This design comes from an exercise in tuning for small area on the open sky130 flow, not from production work.
RTL that was checked went through simulation tests only; none was proved equivalent to the original.
Power and IR drop assume default switching activity.

==> try-umber <==
==> flow/design.v <==
module disp_7segment(
input [3:0] in,
output [6:0] segment);
assign segment[0] = (~in[0] & ~in[1] & ~in[2] & ~in[3]) | (in[0] & ~in[1] & ~in[2] & ~in[3]) | (in[0] & in[1] & ~in[2] & in[3]) | (in[0] & in[1] & in[2] & in[3]);
assign segment[1] = (in[0] & ~in[1] & ~in[2] & ~in[3]) | (~in[0] & ~in[1] & in[2] & ~in[3]) | (in[0] & ~in[1] & in[2] & ~in[3]) | (~in[0] & ~in[1] & ~in[2] & in[3]) | (in[0] & ~in[1] & ~in[2] & in[3]) | (~in[0] & ~in[1] & in[2] & in[3]);
assign segment[2] = (~in[0] & ~in[1] & in[2] & ~in[3]) | (in[0] & ~in[1] & in[2] & ~in[3]) | (~in[0] & ~in[1] & in[2] & in[3]) | (in[0] & ~in[1] & in[2] & in[3]);
assign segment[3] = (~in[0] & ~in[1] & ~in[2] & ~in[3]) | (in[0] & ~in[1] & in[2] & ~in[3]) | (in[0] & in[1] & in[2] & ~in[3]) | (~in[0] & in[1] & in[2] & in[3]) | (in[0] & in[1] & in[2] & in[3]);
assign segment[4] = (~in[0] & ~in[1] & ~in[2] & ~in[3]) | (~in[0] & in[1] & ~in[2] & ~in[3]) | (~in[0] & ~in[1] & ~in[2] & in[3]) | (~in[0] & in[1] & ~in[2] & in[3]) | (~in[0] & in[1] & in[2] & in[3]) | (in[0] & in[1] & in[2] & in[3]);
assign segment[5] = (~in[0] & in[1] & ~in[2] & in[3]) | (in[0] & in[1] & ~in[2] & in[3]) | (in[0] & ~in[1] & in[2] & in[3]) | (~in[0] & in[1] & in[2] & in[3]) | (in[0] & in[1] & in[2] & in[3]);
assign segment[6] = (~in[0] & ~in[1] & in[2] & ~in[3]) | (~in[0] & in[1] & in[2] & ~in[3]) | (~in[0] & in[1] & in[2] & in[3]) | (in[0] & in[1] & in[2] & in[3]);
endmodule
module kypd(
input clk, rst, sample_en,
input [1:0] state,
input [3:0] row,
output [3:0] col,
output done,
output reg [15:0] number
);
reg [2:0] gap;       
reg [2:0] count;
reg [3:0] key;
wire [3:0] pressed = ~row;
wire any_new = |pressed;
wire button_released = sample_en & ~any_new & (gap == 3'd3);
assign col[0] = (state == 2'd0) ? 1'b0 : 1'b1;
assign col[1] = (state == 2'd1) ? 1'b0 : 1'b1;
assign col[2] = (state == 2'd2) ? 1'b0 : 1'b1;
assign col[3] = (state == 2'd3) ? 1'b0 : 1'b1;
always @(*)
begin
	case (state)
		2'd0: key = pressed[2] ? 4'he : pressed[1] ? 4'h0 : pressed[0] ? 4'hf : 4'h6;
		2'd1: key = pressed[3] ? 4'h5 : pressed[2] ? 4'h3 : pressed[1] ? 4'h8 : 4'hd;
		2'd2: key = pressed[3] ? 4'hc : pressed[2] ? 4'h2 : pressed[1] ? 4'h9 : 4'ha;
		default: key = pressed[3] ? 4'hb : pressed[2] ? 4'h4 : pressed[1] ? 4'h1 : 4'h7;
	endcase
end
assign done = count[2];
always @(posedge clk)
begin
	if (rst)
		gap <= 3'd4;
	else if (sample_en)
	begin
		if (any_new)
			gap <= 3'd0;
		else if (~gap[2])
			gap <= gap + 3'd1;
	end
end
always @(posedge clk)
begin
	if (rst)
		count <= 3'd0;
	else if (button_released)
		count <= done ? 3'd0 : count + 3'd1;
end
always @(posedge clk)
begin
	if (sample_en & any_new & ~done)
		number[3:0] <= key;
end
always @(posedge clk)
begin
	if (button_released & ~done & ~(count[1] & count[0]))
		number[15:4] <= number[11:0];
end
endmodule
module input_password(
input clk, rst, sample_en,
input [1:0] state,
input [3:0] row,
output [3:0] col,
output cycle_complete,
output [15:0] code
);
kypd u1 (clk, rst, sample_en, state, row, col, cycle_complete, code);
endmodule
module profiles(
input clk, rst, en, done, write,
input [15:0] password,
input [3:0] selected_profile,
input [3:0] slot,
output valid
);
reg [255:0] ring;
reg [15:0] match;
reg ok;         
reg wpend;      
reg [3:0] wsel;
reg clr;        
localparam [15:0] ZERO = 16'h6666;
wire wnow = wpend & (slot == wsel);
wire [15:0] head = clr ? ZERO : wnow ? password : ring[15:0];
wire [15:0] match_at_rise = {match[0], match[15:1]};
assign valid = ~rst & done & ok;
always @(posedge clk)
begin
	ring <= {head, ring[255:16]};
	match <= {head == password, match[15:1]};
end
always @(posedge clk)
begin
	if (rst)
		clr <= 1'b1;
	else if (&slot)
		clr <= 1'b0;
end
always @(posedge clk)
begin
	if (rst)
	begin
		ok <= 1'b1;
		wpend <= 1'b0;
	end
	else
	begin
		if (en & done)
			ok <= ~write & match_at_rise[selected_profile];
		if (en & done & write)
			wpend <= 1'b1;
		else if (wnow)
			wpend <= 1'b0;
	end
end
always @(posedge clk)
begin
	if (en & done & write)
		wsel <= selected_profile;
end
endmodule
module digital_lock(
input clk, rst, add_profile, d3_in,
input [3:0] profile_selected,
input [3:0] row,
output [3:0] col,
output [1:0] high, low,
output valid,
output reg locked,
output [6:0] dis_code0, dis_code1, dis_code2, dis_code3
);
reg [9:0] cnt;
wire div_rise = &cnt[7:0];
wire div_fall = ~cnt[7] & (&cnt[6:0]);
wire [15:0] code;
wire done;
reg disp_on;    
reg zero_seen;  
assign high = 2'b11;
assign low = 2'b00;
always @(posedge clk)
begin
	if (rst)
		cnt <= 10'h080;
	else
		cnt <= cnt + 10'd1;
end
input_password in_pass (clk, rst, div_fall, cnt[9:8], row, col, done, code);
profiles prof (clk, rst, div_rise, done, add_profile, code, profile_selected, cnt[3:0], valid);
localparam [15:0] ZERO = 16'h6666;
wire [15:0] pass_code = disp_on ? code : ZERO;
disp_7segment disp1 (pass_code[3:0]  , dis_code0);
disp_7segment disp2 (pass_code[7:4]  , dis_code1);
disp_7segment disp3 (pass_code[11:8] , dis_code2);
disp_7segment disp4 (pass_code[15:12], dis_code3);
always @(posedge clk)
begin
	if (rst)
		disp_on <= 1'b0;
	else if (div_rise)
		disp_on <= done;
end
always @(posedge clk)
begin
	if (rst)
	begin
		zero_seen <= ~d3_in;
		locked <= 1'b0;
	end
	else if (div_rise)
	begin
		zero_seen <= ~d3_in;
		locked <= locked | zero_seen;
	end
end
endmodule
==> flow/flow/run.sh <==
#!/bin/bash
# The standard layout, with the port buffers made from the smallest buffer cell.
set -euo pipefail
bash standard.sh BUFFER_PORTS_ARGS="-buffer_cell sky130_fd_sc_hd__buf_1" finish > standard.log 2>&1
==> flow/standard.sh <==
#!/bin/bash
# synth_recipe.tcl (not shown) runs the flow's synth.tcl, then flattens the netlist and writes it again
# the make line also repeats each setting of config.mk as NAME=value (left out here)
make -C /OpenROAD-flow-scripts/flow DESIGN_CONFIG=/design/flow/config.mk WORK_HOME=/design/flow/orfs CLKGATE_MAP_FILE= SYNTH_SCRIPT=/design/flow/synth_recipe.tcl "${@:-finish}"
==> flow/config.mk <==
export PLATFORM = sky130hd
export DESIGN_NAME = digital_lock
export DESIGN_NICKNAME = digital_lock
export VERILOG_FILES = /design/flow/design.v
export SDC_FILE = /design/flow/constraint.sdc
export NUM_CORES = 4
export LEC_CHECK = 0
export CAP_MARGIN = 20
export CORE_MARGIN = 2
export CORE_UTILIZATION = 75
export CTS_BUF_LIST = sky130_fd_sc_hd__clkbuf_8
export CTS_CLUSTER_DIAMETER = 50
export CTS_CLUSTER_SIZE = 20
export PLACE_DENSITY = 0.85
export SLEW_MARGIN = 20
==> flow/constraint.sdc <==
create_clock -name core_clock -period 10.0 [get_ports {clk}]
set_input_delay 2.0000 -clock core_clock [delete_from_list [all_inputs] [get_ports {clk}]]
set_output_delay 2.0000 -clock core_clock [all_outputs]
set_load 0.01 [all_outputs]
==> try-delta: changes against try-umber <==
==> flow/design.v (replaced) <==
module disp_7segment(
input [3:0] in,
output reg [6:0] segment);
always @(in)
casex (in)
	4'd0  : segment = 7'b1000000;
	4'd1  : segment = 7'b1111001;
	4'd2  : segment = 7'b0100100;
	4'd3  : segment = 7'b0110000;
	4'd4  : segment = 7'b0011001;
	4'd5  : segment = 7'b0010010;
	4'd6  : segment = 7'b0000010;
	4'd7  : segment = 7'b1111000;
	4'd8  : segment = 7'b0000000;
	4'd9  : segment = 7'b0010000;
	4'd10 : segment = 7'b0001000;
	4'd11 : segment = 7'b0000011;
	4'd12 : segment = 7'b1000110;
	4'd13 : segment = 7'b0100001;
	4'd14 : segment = 7'b0000110;
	4'd15 : segment = 7'b0001110;
	default : segment = 7'b1111111;
endcase
endmodule
module kypd(
input clk, rst, sample_en,
input [1:0] state,
input [3:0] row,
output [3:0] col,
output done,
output reg [15:0] number
);
reg [2:0] gap;       
reg [1:0] rank;      
reg [2:0] count;
reg [1:0] new_rank;
reg [3:0] key;
wire [3:0] pressed = ~row;
wire [3:0] order = (state == 2'd0) ? {pressed[2], pressed[1], pressed[0], pressed[3]} : pressed;
wire any_new = |pressed;
wire button_released = sample_en & ~any_new & (gap == 3'd3) ;
assign col[0] = (state == 2'd0) ? 1'b0 : 1'b1;
assign col[1] = (state == 2'd1) ? 1'b0 : 1'b1;
assign col[2] = (state == 2'd2) ? 1'b0 : 1'b1;
assign col[3] = (state == 2'd3) ? 1'b0 : 1'b1;
always @(*)
begin
	casez (order)
		4'b1???: new_rank = 2'd3;
		4'b01??: new_rank = 2'd2;
		4'b001?: new_rank = 2'd1;
		default: new_rank = 2'd0;
	endcase
end
always @(*)
begin
	case ({state, rank})
		4'h0: key = 4'h0;
		4'h1: key = 4'h1;
		4'h2: key = 4'h4;
		4'h3: key = 4'h7;
		4'h4: key = 4'h2;
		4'h5: key = 4'h5;
		4'h6: key = 4'h8;
		4'h7: key = 4'hf;
		4'h8: key = 4'h3;
		4'h9: key = 4'h6;
		4'ha: key = 4'h9;
		4'hb: key = 4'he;
		4'hc: key = 4'ha;
		4'hd: key = 4'hb;
		4'he: key = 4'hc;
		default: key = 4'hd;
	endcase
end
assign done = count[2];
always @(posedge clk)
begin
	if (rst)
		gap <= 3'd4;
	else if (sample_en)
	begin
		if (any_new)
			gap <= 3'd0;
		else if (~gap[2])
			gap <= gap + 3'd1;
	end
end
always @(posedge clk)
begin
	if (sample_en & any_new)
		rank <= new_rank;
end
always @(posedge clk)
begin
	if (rst)
		count <= 3'd0;
	else if (button_released)
		count <= done ? 3'd0 : count + 3'd1;
end
always @(posedge clk)
begin
	if (button_released & ~done)
		number <= {number[11:0], key};
end
endmodule
module input_password(
input clk, rst, sample_en,
input [1:0] state,
input [3:0] row,
output [3:0] col,
output cycle_complete,
output [15:0] code
);
kypd u1 (clk, rst, sample_en, state, row, col, cycle_complete, code);
endmodule
module profiles(
input clk, rst, en, done, write,
input [15:0] password,
input [3:0] selected_profile,
input [3:0] slot,
output valid
);
reg [255:0] ring;
reg [15:0] match;
reg ok;         
reg wpend;      
reg [3:0] wsel;
reg clr;        
wire wnow = wpend & (slot == wsel);
wire [15:0] head = clr ? 16'd0 : wnow ? password : ring[15:0];
wire [15:0] match_at_rise = {match[0], match[15:1]};
assign valid = ~rst & done & ok;
always @(posedge clk)
begin
	ring <= {head, ring[255:16]};
	match <= {head == password, match[15:1]};
end
always @(posedge clk)
begin
	if (rst)
		clr <= 1'b1;
	else if (&slot)
		clr <= 1'b0;
end
always @(posedge clk)
begin
	if (rst)
	begin
		ok <= 1'b1;
		wpend <= 1'b0;
	end
	else
	begin
		if (en & done)
			ok <= ~write & match_at_rise[selected_profile];
		if (en & done & write)
			wpend <= 1'b1;
		else if (wnow)
			wpend <= 1'b0;
	end
end
always @(posedge clk)
begin
	if (en & done & write)
		wsel <= selected_profile;
end
endmodule
module digital_lock(
input clk, rst, add_profile, d3_in,
input [3:0] profile_selected,
input [3:0] row,
output [3:0] col,
output [1:0] high, low,
output valid,
output reg locked,
output [6:0] dis_code0, dis_code1, dis_code2, dis_code3
);
reg [9:0] cnt;
wire div_rise = &cnt[7:0];
wire div_fall = ~cnt[7] & (&cnt[6:0]);
wire [15:0] code;
wire done;
reg disp_on;    
reg zero_seen;  
assign high = 2'b11;
assign low = 2'b00;
always @(posedge clk)
begin
	if (rst)
		cnt <= 10'h080;
	else
		cnt <= cnt + 10'd1;
end
input_password in_pass (clk, rst, div_fall, cnt[9:8], row, col, done, code);
profiles prof (clk, rst, div_rise, done, add_profile, code, profile_selected, cnt[3:0], valid);
wire [15:0] pass_code = disp_on ? code : 16'd0;
disp_7segment disp1 (pass_code[3:0]  , dis_code0);
disp_7segment disp2 (pass_code[7:4]  , dis_code1);
disp_7segment disp3 (pass_code[11:8] , dis_code2);
disp_7segment disp4 (pass_code[15:12], dis_code3);
always @(posedge clk)
begin
	if (rst)
		disp_on <= 1'b0;
	else if (div_rise)
		disp_on <= done;
end
always @(posedge clk)
begin
	if (rst)
	begin
		zero_seen <= ~d3_in;
		locked <= 1'b0;
	end
	else if (div_rise)
	begin
		zero_seen <= ~d3_in;
		locked <= locked | zero_seen;
	end
end
endmodule
==> flow/run.sh (new file) <==
#!/bin/bash
# synth_recipe.tcl (not shown) runs the flow's synth.tcl, then flattens the netlist and writes it again
# the make line also repeats each setting of config.mk as NAME=value (left out here)
make -C /OpenROAD-flow-scripts/flow DESIGN_CONFIG=/design/flow/config.mk WORK_HOME=/design/flow/orfs CLKGATE_MAP_FILE= SYNTH_SCRIPT=/design/flow/synth_recipe.tcl finish
- CORE_UTILIZATION: 75 -> 40
- CTS_BUF_LIST: sky130_fd_sc_hd__clkbuf_8 -> sky130_fd_sc_hd__clkbuf_2 sky130_fd_sc_hd__clkbuf_4 sky130_fd_sc_hd__clkbuf_8
- CTS_CLUSTER_DIAMETER: 50 -> default
- CTS_CLUSTER_SIZE: 20 -> default
- PLACE_DENSITY: 0.85 -> default
removed: flow/flow/run.sh
removed: flow/standard.sh
==> try-indigo: changes against try-umber <==
--- a/flow/design.v
+++ b/flow/design.v
@@ -1,13 +1,13 @@
 module disp_7segment(
 input [3:0] in,
 output [6:0] segment);
-assign segment[0] = (~in[0] & ~in[1] & ~in[2] & ~in[3]) | (in[0] & ~in[1] & ~in[2] & ~in[3]) | (in[0] & in[1] & ~in[2] & in[3]) | (in[0] & in[1] & in[2] & in[3]);
-assign segment[1] = (in[0] & ~in[1] & ~in[2] & ~in[3]) | (~in[0] & ~in[1] & in[2] & ~in[3]) | (in[0] & ~in[1] & in[2] & ~in[3]) | (~in[0] & ~in[1] & ~in[2] & in[3]) | (in[0] & ~in[1] & ~in[2] & in[3]) | (~in[0] & ~in[1] & in[2] & in[3]);
+assign segment[0] = (in[0] & ~in[1] & ~in[2] & ~in[3]) | (~in[0] & in[1] & in[2] & ~in[3]) | (in[0] & ~in[1] & ~in[2] & in[3]) | (in[0] & in[1] & in[2] & in[3]);
+assign segment[1] = (~in[0] & ~in[1] & in[2] & ~in[3]) | (in[0] & ~in[1] & in[2] & ~in[3]) | (in[0] & ~in[1] & ~in[2] & in[3]) | (~in[0] & in[1] & ~in[2] & in[3]) | (in[0] & in[1] & ~in[2] & in[3]) | (in[0] & ~in[1] & in[2] & in[3]);
 assign segment[2] = (~in[0] & ~in[1] & in[2] & ~in[3]) | (in[0] & ~in[1] & in[2] & ~in[3]) | (~in[0] & ~in[1] & in[2] & in[3]) | (in[0] & ~in[1] & in[2] & in[3]);
-assign segment[3] = (~in[0] & ~in[1] & ~in[2] & ~in[3]) | (in[0] & ~in[1] & in[2] & ~in[3]) | (in[0] & in[1] & in[2] & ~in[3]) | (~in[0] & in[1] & in[2] & in[3]) | (in[0] & in[1] & in[2] & in[3]);
-assign segment[4] = (~in[0] & ~in[1] & ~in[2] & ~in[3]) | (~in[0] & in[1] & ~in[2] & ~in[3]) | (~in[0] & ~in[1] & ~in[2] & in[3]) | (~in[0] & in[1] & ~in[2] & in[3]) | (~in[0] & in[1] & in[2] & in[3]) | (in[0] & in[1] & in[2] & in[3]);
-assign segment[5] = (~in[0] & in[1] & ~in[2] & in[3]) | (in[0] & in[1] & ~in[2] & in[3]) | (in[0] & ~in[1] & in[2] & in[3]) | (~in[0] & in[1] & in[2] & in[3]) | (in[0] & in[1] & in[2] & in[3]);
-assign segment[6] = (~in[0] & ~in[1] & in[2] & ~in[3]) | (~in[0] & in[1] & in[2] & ~in[3]) | (~in[0] & in[1] & in[2] & in[3]) | (in[0] & in[1] & in[2] & in[3]);
+assign segment[3] = (in[0] & ~in[1] & ~in[2] & ~in[3]) | (~in[0] & in[1] & ~in[2] & ~in[3]) | (in[0] & ~in[1] & in[2] & in[3]) | (~in[0] & in[1] & in[2] & in[3]) | (in[0] & in[1] & in[2] & in[3]);
+assign segment[4] = (in[0] & ~in[1] & ~in[2] & ~in[3]) | (in[0] & in[1] & ~in[2] & ~in[3]) | (in[0] & in[1] & in[2] & ~in[3]) | (in[0] & in[1] & ~in[2] & in[3]) | (~in[0] & in[1] & in[2] & in[3]) | (in[0] & in[1] & in[2] & in[3]);
+assign segment[5] = (~in[0] & in[1] & in[2] & ~in[3]) | (in[0] & in[1] & in[2] & ~in[3]) | (~in[0] & ~in[1] & in[2] & in[3]) | (~in[0] & in[1] & in[2] & in[3]) | (in[0] & in[1] & in[2] & in[3]);
+assign segment[6] = (~in[0] & ~in[1] & ~in[2] & ~in[3]) | (~in[0] & ~in[1] & in[2] & ~in[3]) | (~in[0] & in[1] & in[2] & in[3]) | (in[0] & in[1] & in[2] & in[3]);
 endmodule
 module kypd(
 input clk, rst, sample_en,
@@ -30,10 +30,10 @@
 always @(*)
 begin
 	case (state)
-		2'd0: key = pressed[2] ? 4'he : pressed[1] ? 4'h0 : pressed[0] ? 4'hf : 4'h6;
-		2'd1: key = pressed[3] ? 4'h5 : pressed[2] ? 4'h3 : pressed[1] ? 4'h8 : 4'hd;
-		2'd2: key = pressed[3] ? 4'hc : pressed[2] ? 4'h2 : pressed[1] ? 4'h9 : 4'ha;
-		default: key = pressed[3] ? 4'hb : pressed[2] ? 4'h4 : pressed[1] ? 4'h1 : 4'h7;
+		2'd0: key = pressed[2] ? 4'he : pressed[1] ? 4'h1 : pressed[0] ? 4'hf : 4'h0;
+		2'd1: key = pressed[3] ? 4'hd : pressed[2] ? 4'h8 : pressed[1] ? 4'hb : 4'hc;
+		2'd2: key = pressed[3] ? 4'h5 : pressed[2] ? 4'h3 : pressed[1] ? 4'ha : 4'h7;
+		default: key = pressed[3] ? 4'h6 : pressed[2] ? 4'h4 : pressed[1] ? 4'h9 : 4'h2;
 	endcase
 end
 assign done = count[2];
@@ -90,9 +90,10 @@
 reg wpend;      
 reg [3:0] wsel;
 reg clr;        
-localparam [15:0] ZERO = 16'h6666;
+localparam [15:0] ZERO = 16'h0000;
 wire wnow = wpend & (slot == wsel);
-wire [15:0] head = clr ? ZERO : wnow ? password : ring[15:0];
+wire keep = ~wnow & ~clr;
+wire [15:0] head = ({16{wnow}} & password) | ({16{keep}} & ring[15:0]);
 wire [15:0] match_at_rise = {match[0], match[15:1]};
 assign valid = ~rst & done & ok;
 always @(posedge clk)
@@ -158,7 +159,7 @@
 end
 input_password in_pass (clk, rst, div_fall, cnt[9:8], row, col, done, code);
 profiles prof (clk, rst, div_rise, done, add_profile, code, profile_selected, cnt[3:0], valid);
-localparam [15:0] ZERO = 16'h6666;
+localparam [15:0] ZERO = 16'h0000;
 wire [15:0] pass_code = disp_on ? code : ZERO;
 disp_7segment disp1 (pass_code[3:0]  , dis_code0);
 disp_7segment disp2 (pass_code[7:4]  , dis_code1);
==> flow/flow/run.sh (replaced) <==
#!/bin/bash
# The standard layout, with the port buffers made from the smallest buffer cell
# and a clock tree of small buffers (clkbuf_4, at most 12 sinks each) without dummy loads.
set -euo pipefail
bash standard.sh \
  BUFFER_PORTS_ARGS="-buffer_cell sky130_fd_sc_hd__buf_1" \
  CTS_ARGS="-sink_clustering_enable -repair_clock_nets -dont_use_dummy_load -buf_list sky130_fd_sc_hd__clkbuf_4 -sink_clustering_size 12 -sink_clustering_max_diameter 45" \
  finish > standard.log 2>&1
- CORE_UTILIZATION: 75 -> 70
- PLACE_DENSITY: 0.85 -> 0.8
==> comparison <==
Between try-indigo and try-delta, the lower flip-flop and latch count is in try-indigo (gap 2).
Between try-umber and try-indigo, the lower count of clock-buffer cells in the layout is in try-umber (gap 10).
In sequential power, try-umber and try-delta hardly differ.
Fmax: try-delta < try-umber < try-indigo.
Clock skew: try-delta < try-umber < try-indigo.
Against try-delta, the global-route usage of try-indigo is higher by 8.0 points.
Against try-delta, the via count of try-indigo is smaller by about 10%.
Between try-indigo and try-delta, the lower sequential share of layout area is in try-delta (gap 13 points).
Of try-indigo and try-delta, try-delta has the higher synthesized cell count (gap 12%, measured against try-delta).
==> figures <==
quantity	try-umber	try-delta	try-indigo
Latest clock arrival within the worst-skew pair	0.53 ns	0.54 ns	0.63 ns
Avg Inst Size Synth	13.22 sq um	12.89 sq um	13.34 sq um
Multi-input gate share of the layout cell area	0.1894	0.2100	0.1819
Launch point of the worst hold path	prof.ring[216]	prof.ring[195]	prof.ring[188]
Fillers	583	1982	730
Outcome	finished clean	finished clean	finished clean
Rows	38	55	39
Non-clock inverter total of the final layout	24	33	27
Routing usage on met3	0.04090	0.02998	0.05088
Post-Place Setup Slack	5.031 ns	4.391 ns	5.066 ns
Max incr delay on CP	0.67 ns	0.79 ns	0.67 ns
Share of the core filled with cells	0.8226	0.4823	0.7627
Cell area after technology mapping	0.008419 sq mm	0.009071 sq mm	0.008310 sq mm
Area Overhead vs Synth	6.375%	19.27%	5.691%
Number of global-route vias before repair	4518	5109	4334
Combinational fraction of design power	0.007	0.005	0.007
Fraction of synthesized area in multiplexers	0.02705	0.04000	0.01460
Xor and xnor area share after synthesis	0.01144	0.01159	0.01054
CP dominant cell by count	sky130_fd_sc_hd__buf_1	sky130_fd_sc_hd__clkdlybuf4s50_1	sky130_fd_sc_hd__buf_1
Level count of the clock H-tree	1	2	1
No functional check of the RTL was part of try-delta.

==> what the ideal ports hide <==
No port has a modelled driver above. Below, the same layouts with a new extraction and two added sets of constraints.
Step 1 (the two cells are an assumption about what drives the block):
set clk [get_ports {clk}]
set_driving_cell -lib_cell sky130_fd_sc_hd__clkbuf_16 $clk
set_driving_cell -lib_cell sky130_fd_sc_hd__buf_2 [delete_from_list [all_inputs] $clk]
Step 2, shift: input delay + t, output delay - t, t = (earliest + latest rising clock arrival at the registers) / 2. This alone moves slack from input paths to output paths.
a / b / c = ideal / step 1 / step 2; a / b = the first two.
| run | t (ns) | setup WS [ns] | worst setup path after step 2 |
|---|---|---|---|
| try-umber | 0.550 | 5.037 / 5.006 / 5.006 | input to output |
| try-delta | 0.568 | 4.415 / 4.395 / 4.395 | input to output |
| try-indigo | 0.653 | 5.053 / 5.026 / 5.026 | input to output |
After both steps setup and hold are still met in every run listed. The setup slack of try-umber, which loses most, moves by -0.031 ns with the drivers and by -0.031 ns with both steps.
